This design comes from an exercise in tuning for small area, a short achievable clock period and few clock cycles per item on the open sky130 flow, not from production work.
Only simulation tests tie the RTL to the original design; equivalence was not proved.
Power is estimated from default activity; no workload was simulated.

==> v12 <==
==> flow/design.v (excerpt) <==
module DatapathPipelined (
  input         clk,
  input         rst,
  output [31:0] pc_to_imem,
  input  [31:0] inst_from_imem,
  output [31:0] addr_to_dmem,
  input  [31:0] load_data_from_dmem,
  output [31:0] store_data_to_dmem,
  output [ 3:0] store_we_to_dmem,
  output        halt,
  output [31:0] trace_writeback_pc,
  output [31:0] trace_writeback_inst
);
Settings: LEC_CHECK=0, CAP_MARGIN=30, CELL_PAD_IN_SITES_DETAIL_PLACEMENT=1, CELL_PAD_IN_SITES_GLOBAL_PLACEMENT=2, CORE_MARGIN=2, CORE_UTILIZATION=40, CTS_CLUSTER_DIAMETER=80, CTS_CLUSTER_SIZE=24, PLACE_DENSITY=0.55, SLEW_MARGIN=30; clock period 20.0 ns.
standard.sh (not shown) runs the stock make flow with config.mk's settings and CLKGATE_MAP_FILE= SYNTH_SCRIPT=/design/flow/synth_recipe.tcl, a recipe that flattens the netlist after the stock synthesis.
==> flow/flow/run.sh <==
#!/bin/bash
# Standard ORFS layout (the standard.sh, standard synthesis), with the
# timing repair steps asked for extra setup slack so that they also shorten
# the achieved clock period. Constraints and clock period are unchanged.
# Gate cloning is skipped: a cloned driver was left over its slew limit.
# Ports are buffered with buf_2 cells; the clock tree uses small clock buffers.
set -euo pipefail
bash standard.sh SETUP_SLACK_MARGIN=14 SKIP_GATE_CLONING=1 TNS_END_PERCENT=100 \
  "BUFFER_PORTS_ARGS=-buffer_cell sky130_fd_sc_hd__buf_2" \
  "CTS_BUF_LIST=sky130_fd_sc_hd__clkbuf_8 sky130_fd_sc_hd__clkbuf_16" finish > flow_make.log 2>&1
==> v7: changes against v12 <==
--- a/flow/design.v
+++ b/flow/design.v
@@ -106,13 +106,17 @@
   wire sg    = ~f3[0];
   wire a_neg = sg & a[31];
   wire b_neg = sg & b[31];
   wire [31:0] aa = a_neg ? (~a + 32'd1) : a;
   wire [31:0] ba = b_neg ? (~b + 32'd1) : b;
   wire bz   = ~(|b);
-  wire triv = bz | (aa < ba);
+  wire [31:0] ax = a ^ {32{a_neg}};
+  wire [31:0] bx = b ^ {32{b_neg}};
+  wire [1:0]  cc = {a_neg & ~b_neg, ~(a_neg ^ b_neg)};
+  wire [33:0] cmp = {2'b00, ax} + {2'b00, ~bx} + {32'd0, cc};
+  wire triv = bz | ~(cmp[33] | cmp[32]);
   function [4:0] msb;
     input [31:0] v;
     integer j;
     begin
       msb = 5'd0;
       for (j = 0; j < 32; j = j + 1)
@@ -123,12 +127,14 @@
   wire [33:0] d1  = {2'b00, acc[31:0]} - {1'b0, dv};
   wire        ge1 = ~d1[33];
   wire [31:0] r1  = ge1 ? d1[31:0] : acc[31:0];
   wire [33:0] d2  = {2'b00, r1} - {2'b00, dv[32:1]};
   wire        ge2 = ~d2[33];
   wire [31:0] r2  = ge2 ? d2[31:0] : r1;
+  wire [1:0]  qd  = {ge1, ge2};
+  wire [32:0] dvs = dv << {sh[4:1], 1'b1};
   assign done = is_div ? ((ph == 2'd0) ? triv : (ph == 2'd2) & (cnt == 5'd0)) : mlast;
   always @(posedge clk) begin
     if (rst) begin
       ph  <= 2'd0;
       cnt <= 5'd0;
     end else if (go) begin
@@ -151,19 +157,19 @@
             lo  <= {32{bz}};
             an  <= a_neg;
             qn  <= (a_neg ^ b_neg) & ~bz;
             if (!triv) ph <= 2'd1;
           end
           2'd1: begin
-            dv  <= dv << {sh[4:1], 1'b1};
+            dv  <= dvs;
             cnt <= {1'b0, sh[4:1]};
             ph  <= 2'd2;
           end
           default: begin
             acc[31:0] <= r2;
-            lo <= {lo[29:0], ge1, ge2};
+            lo <= {lo[29:0], qd};
             dv <= dv >> 2;
             if (cnt == 5'd0) ph <= 2'd0;
             else cnt <= cnt - 5'd1;
           end
         endcase
       end
@@ -212,12 +218,14 @@
   output [31:0] store_data_to_dmem,
   output [ 3:0] store_we_to_dmem,
   output        halt,
   output [31:0] trace_writeback_pc,
   output [31:0] trace_writeback_inst
 );
+  reg         rst_r;
+  always @(posedge clk) rst_r <= rst;
   reg  [31:2] f_pc;
   reg         d_valid;
   reg  [31:2] d_pc;
   reg  [31:0] d_inst;
   reg         x_valid;
   reg  [31:2] x_pc;
@@ -231,39 +239,37 @@
   reg         x_sel_sll, x_sel_sr, x_sel_link, x_sra;
   reg         m_wr, m_load, m_md;
   reg  [ 4:0] m_rd;
   reg  [ 2:0] m_f3;
   reg  [31:0] m_res, m_sd;
   reg  [ 3:0] m_we;
-  reg         w_wr, w_load;
+  reg         w_wr;
   reg  [ 4:0] w_rd;
-  reg  [ 2:0] w_f3;
-  reg  [ 1:0] w_off;
   reg  [31:0] w_reg;
   wire [31:0] md_res;
-  wire [31:0] m_fwd = m_md ? md_res : m_res;
-  reg  [31:0] w_ld;
+  reg  [31:0] m_ld;
   always @(*) begin
-    case (w_f3[1:0])
+    case (m_f3[1:0])
       2'b00: begin
-        case (w_off)
-          2'd0: w_ld[7:0] = w_reg[7:0];
-          2'd1: w_ld[7:0] = w_reg[15:8];
-          2'd2: w_ld[7:0] = w_reg[23:16];
-          default: w_ld[7:0] = w_reg[31:24];
+        case (m_res[1:0])
+          2'd0: m_ld[7:0] = load_data_from_dmem[7:0];
+          2'd1: m_ld[7:0] = load_data_from_dmem[15:8];
+          2'd2: m_ld[7:0] = load_data_from_dmem[23:16];
+          default: m_ld[7:0] = load_data_from_dmem[31:24];
         endcase
-        w_ld[31:8] = {24{~w_f3[2] & w_ld[7]}};
+        m_ld[31:8] = {24{~m_f3[2] & m_ld[7]}};
       end
       2'b01: begin
-        w_ld[15:0] = w_off[1] ? w_reg[31:16] : w_reg[15:0];
-        w_ld[31:16] = {16{~w_f3[2] & w_ld[15]}};
+        m_ld[15:0] = m_res[1] ? load_data_from_dmem[31:16] : load_data_from_dmem[15:0];
+        m_ld[31:16] = {16{~m_f3[2] & m_ld[15]}};
       end
-      default: w_ld = w_reg;
+      default: m_ld = load_data_from_dmem;
     endcase
   end
-  wire [31:0] w_data = w_load ? w_ld : w_reg;
+  wire [31:0] m_fwd = m_load ? m_ld : m_md ? md_res : m_res;
+  wire [31:0] w_data = w_reg;
   wire [4:0] d_op  = d_inst[6:2];
   wire [2:0] d_f3  = d_inst[14:12];
   wire [4:0] d_rd  = d_inst[11:7];
   wire [4:0] d_rs1 = d_inst[19:15];
   wire [4:0] d_rs2 = d_inst[24:20];
   wire d_lui   = (d_op == 5'b01101);
@@ -304,36 +310,34 @@
   wire x_hit2 = x_valid & x_wr & (x_rd == d_rs2);
   wire m_hit2 = m_wr & (m_rd == d_rs2);
   wire w_hit2 = w_wr & (w_rd == d_rs2);
   wire [31:0] rs1v = x_hit1 ? x_res : m_hit1 ? m_fwd : w_hit1 ? w_data : rf1;
   wire [31:0] rs2v = x_hit2 ? x_res : m_hit2 ? m_fwd : w_hit2 ? w_data : rf2;
   wire x_late = x_load | x_md;
-  wire hazard = d_valid & (
-                (d_use1 & ((x_hit1 & x_late) | (m_hit1 & m_load))) |
-                (d_use2 & ((x_hit2 & x_late) | (m_hit2 & m_load))));
+  wire hazard = d_valid & x_late & ((d_use1 & x_hit1) | (d_use2 & x_hit2));
   wire [12:0] d_bsel;
   BoothSel db (.by(rs2v[7:0]), .sb(rs2v[7]), .pv(1'b0), .sel(d_bsel));
   wire x_fire = x_valid & ~x_busy;
   wire x_taken;
   wire redirect_x = x_fire & (x_jalr | (x_br & (x_taken ^ x_pred)));
   wire d_hold = x_busy | hazard;
   wire redirect_d = d_valid & (d_jal | d_pred) & ~d_hold & ~redirect_x;
   wire [31:0] x_sum;
   assign pc_to_imem = {f_pc, 2'b00};
   always @(posedge clk) begin
-    if (rst)
+    if (rst_r)
       f_pc <= 30'd0;
     else if (redirect_x)
       f_pc <= x_jalr ? x_sum[31:2] : x_sd[31:2];
     else if (redirect_d)
       f_pc <= d_tgt;
     else if (!d_hold)
       f_pc <= f_pc + 30'd1;
   end
   always @(posedge clk) begin
-    if (rst)
+    if (rst_r)
       d_valid <= 1'b0;
     else if (redirect_x || redirect_d)
       d_valid <= 1'b0;
     else if (!d_hold)
       d_valid <= 1'b1;
   end
@@ -342,19 +346,19 @@
       d_pc   <= f_pc;
       d_inst <= inst_from_imem;
     end
   end
   wire x_new = ~x_busy & d_valid & ~hazard & ~redirect_x;
   always @(posedge clk) begin
-    if (rst)
+    if (rst_r)
       x_valid <= 1'b0;
     else if (!x_busy)
       x_valid <= x_new;
   end
   always @(posedge clk) begin
-    if (rst) begin
+    if (rst_r) begin
       x_inst <= 32'd0;
       x_halt <= 1'b0;
     end else begin
       x_inst <= x_new ? d_inst : 32'd0;
       x_halt <= x_new & d_sys;
     end
@@ -394,13 +398,13 @@
   assign x_taken = x_f3[2] ? ((x_f3[1] ? lt_u : lt_s) ^ x_f3[0]) : (eq ^ x_f3[0]);
   wire [31:0] sll = x_a << x_b[4:0];
   wire signed [32:0] sra_in = {x_sra & x_a[31], x_a};
   wire [32:0] srx = sra_in >>> x_b[4:0];
   wire md_done;
   MulDiv md (
-    .clk(clk), .rst(rst), .go(x_valid & x_md), .f3(x_f3),
+    .clk(clk), .rst(rst_r), .go(x_valid & x_md), .f3(x_f3),
     .a(x_a), .b(x_b), .load(~x_busy), .d_bsel(d_bsel),
     .done(md_done), .m_f3(m_f3), .res(md_res)
   );
   assign x_busy = x_valid & x_md & ~md_done;
   assign x_res = ({32{x_sel_add}}  & x_sum)
                | ({32{x_sel_slt}}  & {31'd0, x_f3[0] ? lt_u : lt_s})
@@ -416,13 +420,13 @@
       2'b00:   x_we = 4'b0001 << x_sum[1:0];
       2'b01:   x_we = x_sum[1] ? 4'b1100 : 4'b0011;
       default: x_we = 4'b1111;
     endcase
   end
   always @(posedge clk) begin
-    if (rst) begin
+    if (rst_r) begin
       m_wr <= 1'b0;
       m_we <= 4'd0;
     end else begin
       m_wr <= x_fire & x_wr;
       m_we <= (x_fire & x_store) ? x_we : 4'd0;
     end
@@ -435,20 +439,17 @@
               (x_f3[1:0] == 2'b01) ? {2{x_sd[15:0]}} : x_sd;
   end
   assign addr_to_dmem       = m_res;
   assign store_data_to_dmem = m_sd;
   assign store_we_to_dmem   = m_we;
   always @(posedge clk) begin
-    if (rst)
+    if (rst_r)
       w_wr <= 1'b0;
     else
       w_wr <= m_wr;
-    w_load <= m_load;
     w_rd   <= m_rd;
-    w_f3   <= m_f3;
-    w_off  <= m_res[1:0];
-    w_reg  <= m_load ? load_data_from_dmem : m_fwd;
+    w_reg  <= m_fwd;
   end
   assign trace_writeback_pc   = {x_pc, 2'b00};
   assign trace_writeback_inst = x_inst;
   assign halt                 = x_halt;
 endmodule
==> flow/flow/run.sh (replaced) <==
#!/bin/bash
# Standard ORFS layout (the standard.sh, standard synthesis), with the
# timing repair steps asked for extra setup slack so that they also shorten
# the achieved clock period. Constraints and clock period are unchanged.
# Gate cloning is skipped: a cloned driver was left over its slew limit.
# Ports are buffered with buf_2 cells; the clock tree uses small clock buffers.
set -euo pipefail
bash standard.sh SETUP_SLACK_MARGIN=14 SKIP_GATE_CLONING=1 TNS_END_PERCENT=100 \
  "BUFFER_PORTS_ARGS=-buffer_cell sky130_fd_sc_hd__buf_2" \
  "CTS_BUF_LIST=sky130_fd_sc_hd__clkbuf_4 sky130_fd_sc_hd__clkbuf_8" finish > flow_make.log 2>&1
- CAP_MARGIN: 30 -> 20
- CORE_UTILIZATION: 40 -> 30
- CTS_CLUSTER_DIAMETER: 80 -> default
- CTS_CLUSTER_SIZE: 24 -> default
- PLACE_DENSITY: 0.55 -> 0.5
- SLEW_MARGIN: 30 -> 20
==> v3: changes against v12 <==
==> flow/flow/run.sh (replaced) <==
#!/bin/bash
# Standard ORFS layout (the standard.sh, standard synthesis), with the
# timing repair steps asked for extra setup slack so that they also shorten
# the achieved clock period. Constraints and clock period are unchanged.
# Gate cloning is skipped: a cloned driver was left over its slew limit.
# Ports are buffered with buf_2 cells; the clock tree uses small clock buffers.
set -euo pipefail
bash standard.sh SETUP_SLACK_MARGIN=13.75 SKIP_GATE_CLONING=1 TNS_END_PERCENT=100 \
  "BUFFER_PORTS_ARGS=-buffer_cell sky130_fd_sc_hd__buf_2" \
  "CTS_BUF_LIST=sky130_fd_sc_hd__clkbuf_8 sky130_fd_sc_hd__clkbuf_16" finish > flow_make.log 2>&1
- CORE_UTILIZATION: 40 -> 45
- PLACE_DENSITY: 0.55 -> 0.6
==> summary of the runs <==
Between v3 and v7, the lower core utilization is in v7 (gap 14 points).
Critical path depth: v12 > v7 > v3.
In v7 the synthesized cell count is higher than in v12, by about 4%.
First-iteration DRC count: v3 > v12 > v7.
Clock skew, lowest first: v3, v12, v7.
==> figures <==
metric                                                             v7             v12              v3
Run status                                             finished clean  finished clean  finished clean
Met2 demand-to-capacity share in global routing                 57.9%           67.0%           70.1%
Clk buf depth                                                       4               3               3
Count of state elements after synthesis                          1511            1516            1516
Combinational power                                         0.00748 W       0.00720 W       0.00666 W
Number of global-route vias before repair                       90003           85313           85956
Required time of the critical path                           20.76 ns        20.54 ns        20.55 ns
Non-CTS buffers                                                   911             749             653
Floorplan die area                                         320000 um2      237000 um2      211000 um2
Total area of sequential cells                              43200 um2       43300 um2       43300 um2
Fraction of the mapped netlist area in compound gates           21.4%           21.0%           21.0%
Peak Freq                                                     160 MHz         165 MHz         159 MHz
Testbench counts of v12, summed over its fixed seeds: cycles 218,843, instrs 148,298.
Testbench counts of v7, summed over its fixed seeds: cycles 215,663, instrs 148,298.
Testbench counts of v3, summed over its fixed seeds: cycles 218,843, instrs 148,298.

re-timing with driven ports:
How much do the figures lean on ideal ports? The routed layouts below were timed once more, with nothing changed but the port constraints.
Step 1 sets driving cells, clkbuf_16 on the clock port and buf_2 on the other inputs (assumed; they add their load-dependent delay and slew).
Step 2 moves the port delays by t, midway between the first and last clock arrival at a register: inputs arrive t later, outputs are due t later. That takes back most of the time a late clock gives input paths.
Three values: no drivers, after step 1, after step 2; two values: the first two.
| run | shift t [ns] | slack for setup (ns) | hold slack, ns |
|---|---|---|---|
| v12 | 0.893 | 13.951 / 13.951 / 13.951 | 0.383 / 0.383 / 0.383 |
| v7 | 1.167 | 13.765 / 13.765 / 12.882 | 0.388 / 0.388 / 0.388 |
| v3 | 0.915 | 13.703 / 13.703 / 13.703 | 0.382 / 0.382 / 0.382 |
After both steps every run listed still meets setup and hold. The setup slack of v7, which loses most, moves by 0.000 ns with the drivers and by -0.883 ns with both steps.
